Context: an optimization exercise on an open-source flow, tuned for small area. The choices shown serve that exercise and are no tape-out recipe.
The RTL was checked by simulation tests, not by an equivalence proof against the original design.
No activity file was given, so power comes from the tool's default toggle rates.

==> module Spi_to_pnb_rev, before the edit <==
module Spi_to_pnb_rev(
input sck,
input cs,
input sdi,
output [40:0] pay_now_n,
output [40:0] pay_old_n,
output crc_bit,
output vld
);
localparam [114:0] S_INV = {{112{1'b1}}, 3'b001};
localparam [5:0]   T_INV = 6'b101010;
reg  [114:0] data_r;
reg  [5:0]   tmr_r;
reg          vld_r;
wire [114:0] s = data_r ^ S_INV;
wire [5:0]   t = tmr_r ^ T_INV;
wire full = &t;
wire [114:0] s_nx = cs ? {s[113:3], 1'b0, s[1], 2'b00}
                       : {s[113:0], sdi};
wire [5:0]   t_nx = cs ? 6'b111110
                       : {t[4:0], (t[5] ^ t[4]) | full};
always @(posedge sck) begin
    data_r <= s_nx ^ S_INV;
    tmr_r  <= t_nx ^ T_INV;
    vld_r  <= (&t_nx) && (s_nx[80:65] == 16'h55ab) && (s_nx[7:0] == 8'haa);
end
assign vld     = vld_r;
assign crc_bit = s[64];
assign pay_now_n = data_r[57:17];
assign pay_old_n = data_r[114:74];
endmodule
export LEC_CHECK = 0
export CAP_MARGIN = 20
export CORE_MARGIN = 2
export CORE_UTILIZATION = 70
export SLEW_MARGIN = 20
create_clock -name core_clock -period 10.0 [get_ports {inter_fpga_comms_sck}]
standard.sh (not shown) runs the stock make flow with config.mk's settings and CLKGATE_MAP_FILE= SYNTH_SCRIPT=/design/flow/synth_recipe.tcl, a recipe that flattens the netlist after the stock synthesis.
==> flow/flow/run.sh <==
#!/bin/bash
# Standard ORFS layout (the standard.sh, unchanged synthesis) with:
#  - port buffers of the smallest buffer cell instead of the default pick,
#  - clock tree built from small clock buffers, without dummy load cells.
set -euo pipefail
cd "$(dirname "$0")/.."
export BUFFER_PORTS_ARGS="-buffer_cell sky130_fd_sc_hd__buf_1"
export CTS_ARGS="-sink_clustering_enable -repair_clock_nets -dont_use_dummy_load -sink_buffer_max_cap_derate 1.0 -buf_list {sky130_fd_sc_hd__clkbuf_1 sky130_fd_sc_hd__clkbuf_2 sky130_fd_sc_hd__clkbuf_4}"
bash standard.sh > flow_standard.log 2>&1
The starting point produced a clean layout.
Then changed:
--- a/flow/design.v
+++ b/flow/design.v
@@ -83,26 +83,31 @@
 output vld
 );
 localparam [114:0] S_INV = {{112{1'b1}}, 3'b001};
 localparam [5:0]   T_INV = 6'b101010;
 reg  [114:0] data_r;
 reg  [5:0]   tmr_r;
-reg          vld_r;
 wire [114:0] s = data_r ^ S_INV;
 wire [5:0]   t = tmr_r ^ T_INV;
 wire full = &t;
-wire [114:0] s_nx = cs ? {s[113:3], 1'b0, s[1], 2'b00}
-                       : {s[113:0], sdi};
-wire [5:0]   t_nx = cs ? 6'b111110
-                       : {t[4:0], (t[5] ^ t[4]) | full};
 always @(posedge sck) begin
-    data_r <= s_nx ^ S_INV;
-    tmr_r  <= t_nx ^ T_INV;
-    vld_r  <= (&t_nx) && (s_nx[80:65] == 16'h55ab) && (s_nx[7:0] == 8'haa);
+    data_r[114:4] <= data_r[113:3];
+    data_r[2]     <= data_r[1];
+    if (cs) begin
+        data_r[3] <= S_INV[3];
+        data_r[1] <= S_INV[1];
+        data_r[0] <= S_INV[0];
+        tmr_r     <= 6'b111110 ^ T_INV;
+    end else begin
+        data_r[3] <= s[2] ^ S_INV[3];
+        data_r[1] <= s[0] ^ S_INV[1];
+        data_r[0] <= sdi ^ S_INV[0];
+        tmr_r     <= {t[4:0], (t[5] ^ t[4]) | full} ^ T_INV;
+    end
 end
-assign vld     = vld_r;
+assign vld     = full && (s[80:65] == 16'h55ab) && (s[7:0] == 8'haa);
 assign crc_bit = s[64];
 assign pay_now_n = data_r[57:17];
 assign pay_old_n = data_r[114:74];
 endmodule
 module Spi_to_pnb_top(
 inter_fpga_comms_cs,
- The new run completed without violations
- clock-buffer cell count is unchanged
- via count went up slightly
- total power went down slightly
- routed wire length went up by a few percent
- cell area went up slightly
- global-route usage went up by 0.42 points
- utilization went up by 0.32 points
- non-clock buffer count stays the same
- sequential share of layout area went down by 0.81 points
- hold slack improves by 6.1 ps

---

Spi_to_pnb_top, a different RTL version from the one above (not shown whole).
Size: roughly 140 flip-flops.
==> module Protocol_analysis, before the edit <==
module Protocol_analysis(
input sck,
input [40:0] pay_now_n,
input [40:0] pay_old_n,
input crc_bit_n,
input vld,
input rstn,
output [40:0] payload,
output pvld
);
reg live;
reg second_r;
reg first_r;
reg pvld_r;
wire done;
wire crc_ok;
always @(posedge sck)
if (vld)
    live <= ~done;
always @(posedge sck) begin
    second_r <= vld;
    first_r  <= ~vld;
end
always @(posedge sck or negedge rstn)
if (!rstn)
    pvld_r <= 1'b0;
else
    pvld_r <= done & live & crc_ok;
crc_check u_crc_check(
.clk(sck),
.rstn(rstn),
.start(vld),
.in(~crc_bit_n),
.done(done),
.crc_ok(crc_ok)
);
assign payload = ~((pay_old_n | {41{second_r}}) & (pay_now_n | {41{first_r}}));
assign pvld    = pvld_r;
endmodule
==> module Spi_to_pnb_rev, before the edit <==
module Spi_to_pnb_rev(
input sck,
input cs,
input sdi,
output [40:0] pay_now_n,
output [40:0] pay_old_n,
output crc_bit_n,
output vld
);
reg [114:0] data_r;
reg [5:0]   tmr;
wire full = &tmr;
always @(posedge sck) begin
    data_r[114:18] <= data_r[113:17];
    data_r[17]     <= ~data_r[16];
    data_r[16:4]   <= data_r[15:3];
    data_r[2]     <= data_r[1];
    if (cs) begin
        data_r[3]   <= 1'b0;
        data_r[1:0] <= 2'b0;
        tmr         <= 6'b111110;
    end else begin
        data_r[3]   <= data_r[2];
        data_r[1:0] <= {data_r[0], sdi};
        tmr         <= {tmr[4:0], (tmr[5] ^ tmr[4]) | full};
    end
end
assign vld     = full && (data_r[80:65] == ~16'h55ab) && (data_r[7:0] == 8'haa);
assign crc_bit_n = data_r[64];
assign pay_now_n = data_r[57:17];
assign pay_old_n = data_r[114:74];
endmodule
==> module Spi_to_pnb_top, before the edit <==
module Spi_to_pnb_top(
inter_fpga_comms_cs,
inter_fpga_comms_sdo,
inter_fpga_comms_sck,
rst_n,
inter_fpga_comms_sdi,
payload,
pvld
);
input inter_fpga_comms_cs, inter_fpga_comms_sdo, inter_fpga_comms_sck, rst_n;
output inter_fpga_comms_sdi;
output [40:0] payload;
output pvld;
wire [40:0] pay_now_n;
wire [40:0] pay_old_n;
wire vld;
wire crc_bit_n;
Spi_to_pnb_rev u_spi_to_pnb_rev(
    .sck(inter_fpga_comms_sck),
    .cs(inter_fpga_comms_cs),
    .sdi(inter_fpga_comms_sdo),
    .pay_now_n(pay_now_n),
    .pay_old_n(pay_old_n),
    .crc_bit_n(crc_bit_n),
    .vld(vld)
);
Spi_to_pnb_trans u_spi_to_pnb_trans(
    .sdo(inter_fpga_comms_sdi)
);
Protocol_analysis u_protocol_analysis(
    .sck(inter_fpga_comms_sck),
    .pay_now_n(pay_now_n),
    .pay_old_n(pay_old_n),
    .crc_bit_n(crc_bit_n),
    .vld(vld),
    .rstn(rst_n),
    .payload(payload),
    .pvld(pvld)
);
endmodule
export LEC_CHECK = 0
export CAP_MARGIN = 20
export CORE_MARGIN = 2
export CORE_UTILIZATION = 70
export SLEW_MARGIN = 20
create_clock -name core_clock -period 10.0 [get_ports {inter_fpga_comms_sck}]
Scripts as last shown in full above: flow/flow/run.sh
The first run ran to the end with no violations.
Then changed:
--- a/flow/design.v
+++ b/flow/design.v
@@ -28,7 +28,7 @@
 module Protocol_analysis(
 input sck,
-input [40:0] pay_now_n,
-input [40:0] pay_old_n,
-input crc_bit_n,
+input [40:0] pay_now,
+input [40:0] pay_old,
+input crc_bit,
 input vld,
 input rstn,
@@ -58,9 +58,9 @@
 .rstn(rstn),
 .start(vld),
-.in(~crc_bit_n),
+.in(crc_bit),
 .done(done),
 .crc_ok(crc_ok)
 );
-assign payload = ~((pay_old_n | {41{second_r}}) & (pay_now_n | {41{first_r}}));
+assign payload = (pay_now & {41{second_r}}) | (pay_old & {41{first_r}});
 assign pvld    = pvld_r;
 endmodule
@@ -74,7 +74,7 @@
 input cs,
 input sdi,
-output [40:0] pay_now_n,
-output [40:0] pay_old_n,
-output crc_bit_n,
+output [40:0] pay_now,
+output [40:0] pay_old,
+output crc_bit,
 output vld
 );
@@ -83,7 +83,5 @@
 wire full = &tmr;
 always @(posedge sck) begin
-    data_r[114:18] <= data_r[113:17];
-    data_r[17]     <= ~data_r[16];
-    data_r[16:4]   <= data_r[15:3];
+    data_r[114:4] <= data_r[113:3];
     data_r[2]     <= data_r[1];
     if (cs) begin
@@ -97,8 +95,8 @@
     end
 end
-assign vld     = full && (data_r[80:65] == ~16'h55ab) && (data_r[7:0] == 8'haa);
-assign crc_bit_n = data_r[64];
-assign pay_now_n = data_r[57:17];
-assign pay_old_n = data_r[114:74];
+assign vld     = full && (data_r[80:65] == 16'h55ab) && (data_r[7:0] == 8'haa);
+assign crc_bit = data_r[64];
+assign pay_now = data_r[57:17];
+assign pay_old = data_r[114:74];
 endmodule
 module Spi_to_pnb_top(
@@ -115,15 +113,15 @@
 output [40:0] payload;
 output pvld;
-wire [40:0] pay_now_n;
-wire [40:0] pay_old_n;
+wire [40:0] pay_now;
+wire [40:0] pay_old;
 wire vld;
-wire crc_bit_n;
+wire crc_bit;
 Spi_to_pnb_rev u_spi_to_pnb_rev(
     .sck(inter_fpga_comms_sck),
     .cs(inter_fpga_comms_cs),
     .sdi(inter_fpga_comms_sdo),
-    .pay_now_n(pay_now_n),
-    .pay_old_n(pay_old_n),
-    .crc_bit_n(crc_bit_n),
+    .pay_now(pay_now),
+    .pay_old(pay_old),
+    .crc_bit(crc_bit),
     .vld(vld)
 );
@@ -133,7 +131,7 @@
 Protocol_analysis u_protocol_analysis(
     .sck(inter_fpga_comms_sck),
-    .pay_now_n(pay_now_n),
-    .pay_old_n(pay_old_n),
-    .crc_bit_n(crc_bit_n),
+    .pay_now(pay_now),
+    .pay_old(pay_old),
+    .crc_bit(crc_bit),
     .vld(vld),
     .rstn(rst_n),
=>
- non-clock buffer count stays the same
- routed wire length fell by 3.7%
- register-to-register slack gets worse by 0.30 ns
- first-iteration DRC count rose by 60%
- sequential power is about the same
- hold slack hardly moves

afterwards: timing with drivers on the ports:
How much do the figures lean on ideal ports? The routed layouts below were timed once more, with nothing changed but the port constraints.
Step 1 assumes that a clkbuf_16 drives the clock port and a buf_2 every other input.
Step 2 also shifts input and output timing later by t, the mid clock arrival at the registers, as if the neighbouring blocks saw the same clock.
Slacks: ideal ports / drivers / drivers and shift; pairs: ideal ports / drivers.
run | t, ns | setup slack, ns | worst setup path at the end | worst data-port slew with drivers (ns)
the first run of note 1 | 0.929 | 5.566 / 5.537 / 6.466 | register to output | 0.03
the second run of note 1 | 0.970 | 5.546 / 5.515 / 6.485 | register to output | 0.03
the first run of note 2 | 0.978 | 5.706 / 5.677 / 6.656 | register to output | 0.03
the second run of note 2 | 0.966 | 5.511 / 5.482 / 6.448 | register to output | 0.03
After both steps setup and hold are still met in every run listed.
